Background: an optimization exercise with open tools, aiming at small area, a short achievable clock period and few clock cycles. Do not read the settings as production practice.
Only simulation tests tie the RTL to the original design; equivalence was not proved.
Power and IR drop assume default switching activity.

==> flow/design.v (excerpt) <==
module LCD_CTRL(
    input clk, cmd_valid, reset,
    input [3:0] cmd,
    input [7:0] IROM_Q,
    output IRAM_valid, IROM_rd, busy, done,
    output [5:0] IROM_A,
    output [5:0] IRAM_A,
    output [7:0] IRAM_D
);
    reg [2:0] r, c;           
    reg [1:0] ri0, ri1, ci0, ci1;
    reg [1:0] pri0, pri1, pci0, pci1;   
    reg       busy_r, cv, cw, wph, done_r, rom_rd, ram_v;
    reg       rsp;            
    reg       smax, smin, savg;
    reg [9:0] ssum;           
    reg       sv;             
    reg [3:0] srow, scol;     
    reg [5:0] rom_a, ram_a, wend;
    reg [7:0] ram_d;
    reg [63:0] ld;            
    reg [7:0] b0 [0:15];      
    reg [7:0] b1 [0:15];      
    reg [7:0] b2 [0:15];      
    reg [7:0] b3 [0:15];      
    reg [7:0] x0, x1, x2, x3;  
    reg       l0, l1, l2, l3;  
    assign busy = busy_r;
    assign done = done_r;
    assign IROM_rd = rom_rd;
    assign IROM_A = rom_a;
    assign IRAM_valid = ram_v;
    assign IRAM_A = ram_a;
    assign IRAM_D = ram_d;
  ...
export LEC_CHECK = 0
export ABC_AREA = 1
export CAP_MARGIN = 20
export CORE_MARGIN = 2
export CORE_UTILIZATION = 70
export SLEW_MARGIN = 20
create_clock -name core_clock -period 10.0 [get_ports {clk}]
standard.sh (not shown) runs the stock make flow with config.mk's settings and CLKGATE_MAP_FILE= SYNTH_SCRIPT=/design/flow/synth_recipe.tcl, a recipe that flattens the netlist after the stock synthesis.
==> flow/flow/run.sh <==
#!/bin/bash
# The standard layout, with timing repair aiming for a setup slack of 7 ns at the 10 ns clock.
set -euo pipefail
bash standard.sh SETUP_SLACK_MARGIN=7 finish > standard.log 2>&1
The baseline finished but fails on capacitance limit, slew limit.
Testbench counts at the start, summed over its fixed seeds: cycles 11,240.
Edit:
==> flow/flow/run.sh (replaced) <==
#!/bin/bash
# The standard layout with three changes: plain buffers on the ports, an area-oriented ABC
# mapping script (flow/area.script) in the otherwise standard synthesis, and timing repair
# aiming for a setup slack of 7 ns at the 10 ns clock.
set -euo pipefail
here=$(pwd)
cat > own_synth.tcl <<EOF2
proc abc {args} {
  set i [lsearch -exact \$args -script]
  if {\$i >= 0} { lset args [expr {\$i + 1}] $here/flow/area.script }
  yosys abc {*}\$args
}
EOF2
cat synth_recipe.tcl >> own_synth.tcl
export BUFFER_PORTS_ARGS="-buffer_cell sky130_fd_sc_hd__buf_4"
bash standard.sh SYNTH_SCRIPT=$here/own_synth.tcl SETUP_SLACK_MARGIN=7 finish > standard.log 2>&1
==> flow/flow/area.script (new file) <==
strash
ifraig
dc2
dch -f
amap
topo
stime -c
CORE_UTILIZATION = 55   (was 70)
With this change the flow ran to the end with no violations.
Power shrinks by well over a third.
Flip-flop and latch count does not change.
First-iteration DRC count shrinks by well over a third.
Design area grows by a few percent.
Die area grows by about a fifth.
Edit:
==> flow/flow/area.script (replaced) <==
strash
dc2
dch -f
map
topo
stime -c
buffer -c
upsize -c
dnsize -c
Fmax climbs by 13%.
Hold slack improves by 0.010 ns.
Power drops by 2.0%.
Die area climbs by about 5.5%.
Edit:
==> flow/flow/run.sh (replaced) <==
#!/bin/bash
# The standard layout, with plain buffers on the ports and timing repair aiming for a setup
# slack of 7 ns at the 10 ns clock.
set -euo pipefail
export BUFFER_PORTS_ARGS="-buffer_cell sky130_fd_sc_hd__buf_4"
bash standard.sh SETUP_SLACK_MARGIN=7 finish > standard.log 2>&1
removed: flow/flow/area.script
The changed run ran to the end with no violations.
Die area grows by 2.8%.
Power increases to 2.7 times its value.
Global-route usage is lower by 1.2 points.
Area after synthesis rose by 2.8%.
Via count climbs by 4.8%.
Design area goes down by 2.7%.
Wire length fell by 2.2%.
Worst setup slack gains 0.065 ns.
Maximum frequency rose by 2.0%.
Sequential power increases by 63%.
First-iteration DRC count came out lower by 9.0%.

* * *

Another version of the RTL of LCD_CTRL (not shown whole).
Size in the first run: roughly 2900 cells after synthesis, roughly 680 flip-flops, roughly 39 I/O pins, ~31000 sq um of cells after synthesis.
Settings: LEC_CHECK=0, ABC_AREA=1, CAP_MARGIN=20, CORE_MARGIN=2, CORE_UTILIZATION=55, CTS_CLUSTER_DIAMETER=100, CTS_CLUSTER_SIZE=24, SLEW_MARGIN=20, SYNTH_HIERARCHICAL=1; clock period 10.0 ns.
==> flow/flow/run.sh <==
#!/bin/bash
# The standard layout with three changes: plain buffers on the ports; in the otherwise standard
# (hierarchical) synthesis, the pixel banks (module lcd_bank) are mapped by an area-oriented ABC
# script (flow/bank.script) and the rest by the standard one; timing repair aiming for a setup
# slack of 7 ns at the 10 ns clock; clock tree options in CTS_ARGS.
set -euo pipefail
here=$(pwd)
cat > own_synth.tcl <<EOF2
proc abc {args} {
  set i [lsearch -exact \$args -script]
  set a2 \$args
  lset a2 [expr {\$i + 1}] $here/flow/bank.script
  yosys abc {*}\$a2 lcd_bank
  yosys abc {*}\$args LCD_CTRL
}
EOF2
cat synth_recipe.tcl >> own_synth.tcl
export CTS_ARGS="-sink_clustering_enable -repair_clock_nets -sink_clustering_size 24 -sink_clustering_max_diameter 100 -sink_clustering_levels 1"
export BUFFER_PORTS_ARGS="-buffer_cell sky130_fd_sc_hd__buf_4"
bash standard.sh SYNTH_SCRIPT=$here/own_synth.tcl SETUP_SLACK_MARGIN=7 finish > standard.log 2>&1
==> flow/flow/bank.script <==
strash
dch
amap
topo
stime -c
Testbench counts at the start, summed over its fixed seeds: cycles 11,201.
Then changed:
--- a/flow/flow/run.sh
+++ b/flow/flow/run.sh
@@ -5 +5 @@
-# slack of 7 ns at the 10 ns clock; clock tree options in CTS_ARGS.
+# slack of 7 ns at the 10 ns clock.
@@ -18 +17,0 @@
-export CTS_ARGS="-sink_clustering_enable -repair_clock_nets -sink_clustering_size 24 -sink_clustering_max_diameter 100 -sink_clustering_levels 1"
Outcome: The new run completed with no timing, DRC or antenna violations; wire length stays the same; global-route usage stays the same; worst setup slack is unchanged; fmax does not change; hold slack is unchanged.
Then changed:
ABC_AREA = 0   (was 1)
=>
- global-route usage goes down by 0.38 points
- first-iteration DRC count goes up by 1.8%
- power goes up by 5.4%
- die area goes down by 2.9%
- maximum frequency goes down by 0.43%
Then changed:
ABC_AREA = 1   (was 0)
GPL_TIMING_DRIVEN = 0   (was default)
Result: Global-route usage went up by 2.1 points. Design area went up by 4.3%. Synthesized area went up by 3.0%. Worst hold slack got worse by 0.0080 ns. Combinational power went up by about 2%. Worst setup slack improved by 0.043 ns. Synthesized cell count went up by 20%. Sequential cell count does not change. Power went up by 0.96%. Via count went up by 13%.
Then changed:
GPL_ROUTABILITY_DRIVEN = 0   (was default)
GPL_TIMING_DRIVEN = default   (was 0)
Effect: Non-clock buffer count fell by 97; clock skew hardly moves; final area fell by 3.4%; combinational power fell by 8.9%; die area does not change; total power fell by 5.4%.

-- what the ideal ports hide --
Ports are ideal in the flow. The routed layouts listed here were re-timed in OpenROAD. Step 1 sets driving cells, clkbuf_16 on the clock port and buf_2 on the other inputs (assumed; they add their load-dependent delay and slew). Step 2, shift: input delay + t, output delay - t, t = (earliest + latest rising clock arrival at the registers) / 2. This alone moves slack from input paths to output paths. Three values: no drivers, after step 1, after step 2; two values: the first two.
| run | t (ns) | slack for setup (ns) | worst setup path after step 2 | latest minus earliest clock arrival (ns) | pins driven straight from the clock port |
|---|---|---|---|---|---|
| the first run of note 1 | 0.702 | 6.782 / 6.745 / 6.252 | input to register | 0.038 / 0.039 | 1 |
| the second run of note 1 | 0.682 | 6.351 / 6.351 / 6.000 | input to register | 0.035 / 0.034 | 1 |
| the third run of note 1 | 0.691 | 6.765 / 6.702 / 6.397 | input to register | 0.038 / 0.038 | 1 |
| the fourth run of note 1 | 0.689 | 6.830 / 6.765 / 6.334 | input to register | 0.045 / 0.045 | 1 |
| the first run of note 2 | 0.638 | 6.833 / 6.768 / 6.458 | input to register | 0.034 / 0.034 | 1 |
| the second run of note 2 | 0.638 | 6.833 / 6.768 / 6.458 | input to register | 0.034 / 0.034 | 1 |
| the third run of note 2 | 0.650 | 6.819 / 6.756 / 6.384 | input to register | 0.034 / 0.034 | 1 |
| the fourth run of note 2 | 0.653 | 6.862 / 6.795 / 6.434 | input to register | 0.035 / 0.035 | 1 |
| the fifth run of note 2 | 0.637 | 6.830 / 6.766 / 6.479 | input to register | 0.033 / 0.034 | 1 |
The setup slack of the first run of note 1, which loses most, moves by -0.037 ns with the drivers and by -0.530 ns with both steps.
